This is an optimization exercise on Yosys and OpenROAD, whose aim is small area, a short achievable clock period and few clock cycles, not a production implementation. The RTL of this run was laid out without a check of its function.

==> flow/design.v <==
module matmul
#(
    parameter DIM_BITS = 16,
    parameter MEM_AW = 16,
    parameter MEM_DW = 32,
    parameter PREC = 16)
(
    input [MEM_AW-1:0] aBASE,
    input [DIM_BITS-1:0] aCOLS,
    input [DIM_BITS-1:0] aROWS,
    input [DIM_BITS-1:0] aSTRIDE,
    input [MEM_AW-1:0] bBASE,
    input [DIM_BITS-1:0] bCOLS,
    input [DIM_BITS-1:0] bSTRIDE,
    input [MEM_AW-1:0] cBASE,
    input [DIM_BITS-1:0] cSTRIDE,
    input clk,
    input go,
    input [MEM_DW-1:0] mem_rdata,
    input rst_n,
    output reg [MEM_AW-1:0] mem_addr,
    output reg mem_req,
    output [MEM_DW-1:0] mem_wdata,
    output reg mem_write,
    output reg ret
);
localparam S_IDLE = 2'd0;
localparam S_RD   = 2'd1;
localparam S_GAP  = 2'd2;
localparam S_WR   = 2'd3;
localparam K_A0 = 2'd0;
localparam K_B0 = 2'd1;
localparam K_B1 = 2'd2;
localparam K_A1 = 2'd3;
reg [1:0] st;
reg [1:0] ph;           
reg       gcnt;         
reg       kfirst;       
reg       wpend;        
reg       zero;         
reg       shortk;       
reg       w_r1, w_c1;   
reg       w_nrow;       
reg       w_done;       
reg [15:0] krem, jrem, irem;
reg [15:0] a_row, a_ptr, b_col, b_ptr, c_row, c_ptr;
reg       q_v, d1_v, d2_v;
reg       q_f, d1_f, d2_f;
reg [1:0] q_k, d1_k, d2_k;
reg [15:0] ha0, ha1, hb0, hb1;
reg m_v, m_f, m_x, m_y, pend;
reg [31:0] prod;
reg p_v, p_f;
reg [31:0] acc0, acc1, acc2, acc3;
assign mem_wdata = acc3;
wire klast = (krem[15:1] == 15'd0);
wire jlast = (jrem[15:2] == 14'd0) && (jrem[1:0] != 2'd3);
wire ilast = (irem[15:2] == 14'd0) && (irem[1:0] != 2'd3);
wire [15:0] a_step2 = {aSTRIDE[14:0], 1'b0};
wire [15:0] c_step2 = {cSTRIDE[14:0], 1'b0};
always @(posedge clk or negedge rst_n) begin
    if (~rst_n) begin
        st <= S_IDLE;
        mem_req <= 1'b0;
        ret <= 1'b0;
        q_v <= 1'b0;
        d1_v <= 1'b0;
        d2_v <= 1'b0;
        m_v <= 1'b0;
        pend <= 1'b0;
        p_v <= 1'b0;
    end
    else begin
        q_v <= 1'b0;
        mem_req <= 1'b0;
        ret <= 1'b0;
        case (st)
            S_IDLE: begin
                if (go) begin
                    if (aROWS == 16'd0 || bCOLS == 16'd0) begin
                        st <= S_WR;
                        ph <= 2'd3;
                        w_r1 <= 1'b1;
                        w_c1 <= 1'b1;
                        w_done <= 1'b1;
                    end
                    else begin
                        st <= S_RD;
                        ph <= 2'd0;
                    end
                end
            end
            S_RD: begin
                mem_req <= 1'b1;
                mem_write <= 1'b0;
                q_v <= 1'b1;
                q_f <= kfirst;
                q_k <= ph;
                case (ph)
                    2'd0: begin
                        mem_addr <= a_ptr;
                        ph <= 2'd1;
                    end
                    2'd1: begin
                        mem_addr <= b_ptr;
                        ph <= 2'd2;
                        if (wpend) begin
                            st <= S_WR;
                            ph <= 2'd0;
                            wpend <= 1'b0;
                        end
                    end
                    2'd2: begin
                        mem_addr <= b_ptr + 16'd1;
                        ph <= 2'd3;
                    end
                    2'd3: begin
                        mem_addr <= a_ptr + aSTRIDE;
                        ph <= 2'd0;
                        if (!klast) begin
                            krem <= krem - 16'd1;
                            kfirst <= 1'b0;
                            a_ptr <= a_ptr + 16'd1;
                            b_ptr <= b_ptr + bSTRIDE;
                        end
                        else begin
                            kfirst <= 1'b1;
                            krem <= aCOLS;
                            w_r1 <= (irem[15:1] == 15'd0);
                            w_c1 <= (jrem[15:1] == 15'd0);
                            w_nrow <= jlast;
                            w_done <= jlast & ilast;
                            if (!jlast) begin
                                a_ptr <= a_row;
                                b_col <= b_col + 16'd2;
                                b_ptr <= b_col + 16'd2;
                                jrem <= jrem - 16'd2;
                            end
                            else begin
                                a_row <= a_row + a_step2;
                                a_ptr <= a_row + a_step2;
                                b_col <= bBASE;
                                b_ptr <= bBASE;
                                jrem <= bCOLS;
                                irem <= irem - 16'd2;
                            end
                            if ((jlast & ilast) | shortk) begin
                                st <= S_GAP;
                                gcnt <= 1'b0;
                            end
                            else begin
                                wpend <= 1'b1;
                            end
                        end
                    end
                endcase
            end
            S_GAP: begin
                gcnt <= 1'b1;
                if (gcnt) begin
                    st <= S_WR;
                    ph <= 2'd0;
                end
            end
            S_WR: begin
                mem_write <= 1'b1;
                case (ph)
                    2'd0: begin
                        mem_addr <= c_ptr;
                        mem_req <= 1'b1;
                        ph <= 2'd1;
                    end
                    2'd1: begin
                        mem_addr <= c_ptr + 16'd1;
                        mem_req <= ~w_c1;
                        ph <= 2'd2;
                    end
                    2'd2: begin
                        mem_addr <= c_ptr + cSTRIDE;
                        mem_req <= ~w_r1;
                        ph <= 2'd3;
                    end
                    2'd3: begin
                        mem_addr <= mem_addr + 16'd1;
                        mem_req <= ~w_r1 & ~w_c1;
                        if (w_nrow) begin
                            c_row <= c_row + c_step2;
                            c_ptr <= c_row + c_step2;
                        end
                        else begin
                            c_ptr <= c_ptr + 16'd2;
                        end
                        if (w_done) begin
                            st <= S_IDLE;
                            ret <= 1'b1;
                        end
                        else begin
                            st <= S_RD;
                            ph <= shortk ? 2'd0 : 2'd2;
                        end
                    end
                endcase
            end
        endcase
        d1_v <= q_v;
        d2_v <= d1_v;
        m_v <= 1'b0;
        pend <= 1'b0;
        if (pend) begin
            m_v <= 1'b1;
            m_x <= 1'b1;
            m_y <= 1'b1;
        end
        else if (d2_v && d2_k != K_A0) begin
            m_v <= 1'b1;
            m_f <= d2_f;
            m_x <= (d2_k == K_A1);
            m_y <= (d2_k == K_B1);
            pend <= (d2_k == K_A1);
        end
        p_v <= m_v;
    end
end
always @(posedge clk) begin
    if (st == S_IDLE && go) begin
        krem <= aCOLS;
        jrem <= bCOLS;
        irem <= aROWS;
        a_row <= aBASE;
        a_ptr <= aBASE;
        b_col <= bBASE;
        b_ptr <= bBASE;
        c_row <= cBASE;
        c_ptr <= cBASE;
        kfirst <= 1'b1;
        wpend <= 1'b0;
        zero <= (aCOLS == 16'd0);
        shortk <= (aCOLS[15:1] == 15'd0);
    end
end
always @(posedge clk) begin
    d1_f <= q_f;
    d1_k <= q_k;
    d2_f <= d1_f;
    d2_k <= d1_k;
    if (d2_v) begin
        case (d2_k)
            K_A0: ha0 <= mem_rdata[15:0];
            K_B0: hb0 <= mem_rdata[15:0];
            K_B1: hb1 <= mem_rdata[15:0];
            K_A1: ha1 <= mem_rdata[15:0];
        endcase
    end
    p_f <= m_f;
    if (m_v)
        prod <= (zero ? 16'd0 : (m_x ? ha1 : ha0)) * (m_y ? hb1 : hb0);
    if (p_v) begin
        acc3 <= (p_f ? 32'd0 : acc0) + prod;
        acc2 <= acc3;
        acc1 <= acc2;
        acc0 <= acc1;
    end
end
endmodule
==> flow/run.sh <==
#!/bin/bash
# synth_recipe.tcl (not shown) runs the flow's synth.tcl, then flattens the netlist and writes it again
# the make line also repeats each setting of config.mk as NAME=value (left out here)
make -C /OpenROAD-flow-scripts/flow DESIGN_CONFIG=/design/flow/config.mk WORK_HOME=/design/flow/orfs CLKGATE_MAP_FILE= SYNTH_SCRIPT=/design/flow/synth_recipe.tcl finish
==> flow/config.mk <==
export PLATFORM = sky130hd
export DESIGN_NAME = matmul
export DESIGN_NICKNAME = matmul
export VERILOG_FILES = /design/flow/design.v
export SDC_FILE = /design/flow/constraint.sdc
export NUM_CORES = 4
export LEC_CHECK = 0
export CAP_MARGIN = 20
export CORE_MARGIN = 2
export CORE_UTILIZATION = 40
export PLACE_DENSITY = 0.6
export SLEW_MARGIN = 20
==> flow/constraint.sdc <==
create_clock -name core_clock -period 10.0 [get_ports {clk}]
set_input_delay 2.0000 -clock core_clock [delete_from_list [all_inputs] [get_ports {clk}]]
set_output_delay 2.0000 -clock core_clock [all_outputs]
set_load 0.01 [all_outputs]
==> run_results.csv <==
group,metric,value,unit
run_status,status,"did not finish",
logic_synthesis,yosysWarnings,1,
run_status,run.stop_error,"ERROR: Assert `count_id(cell->name) == 0' failed in kernel/rtlil.cc:2970.",
run_status,lastStage,"1_2_yosys",
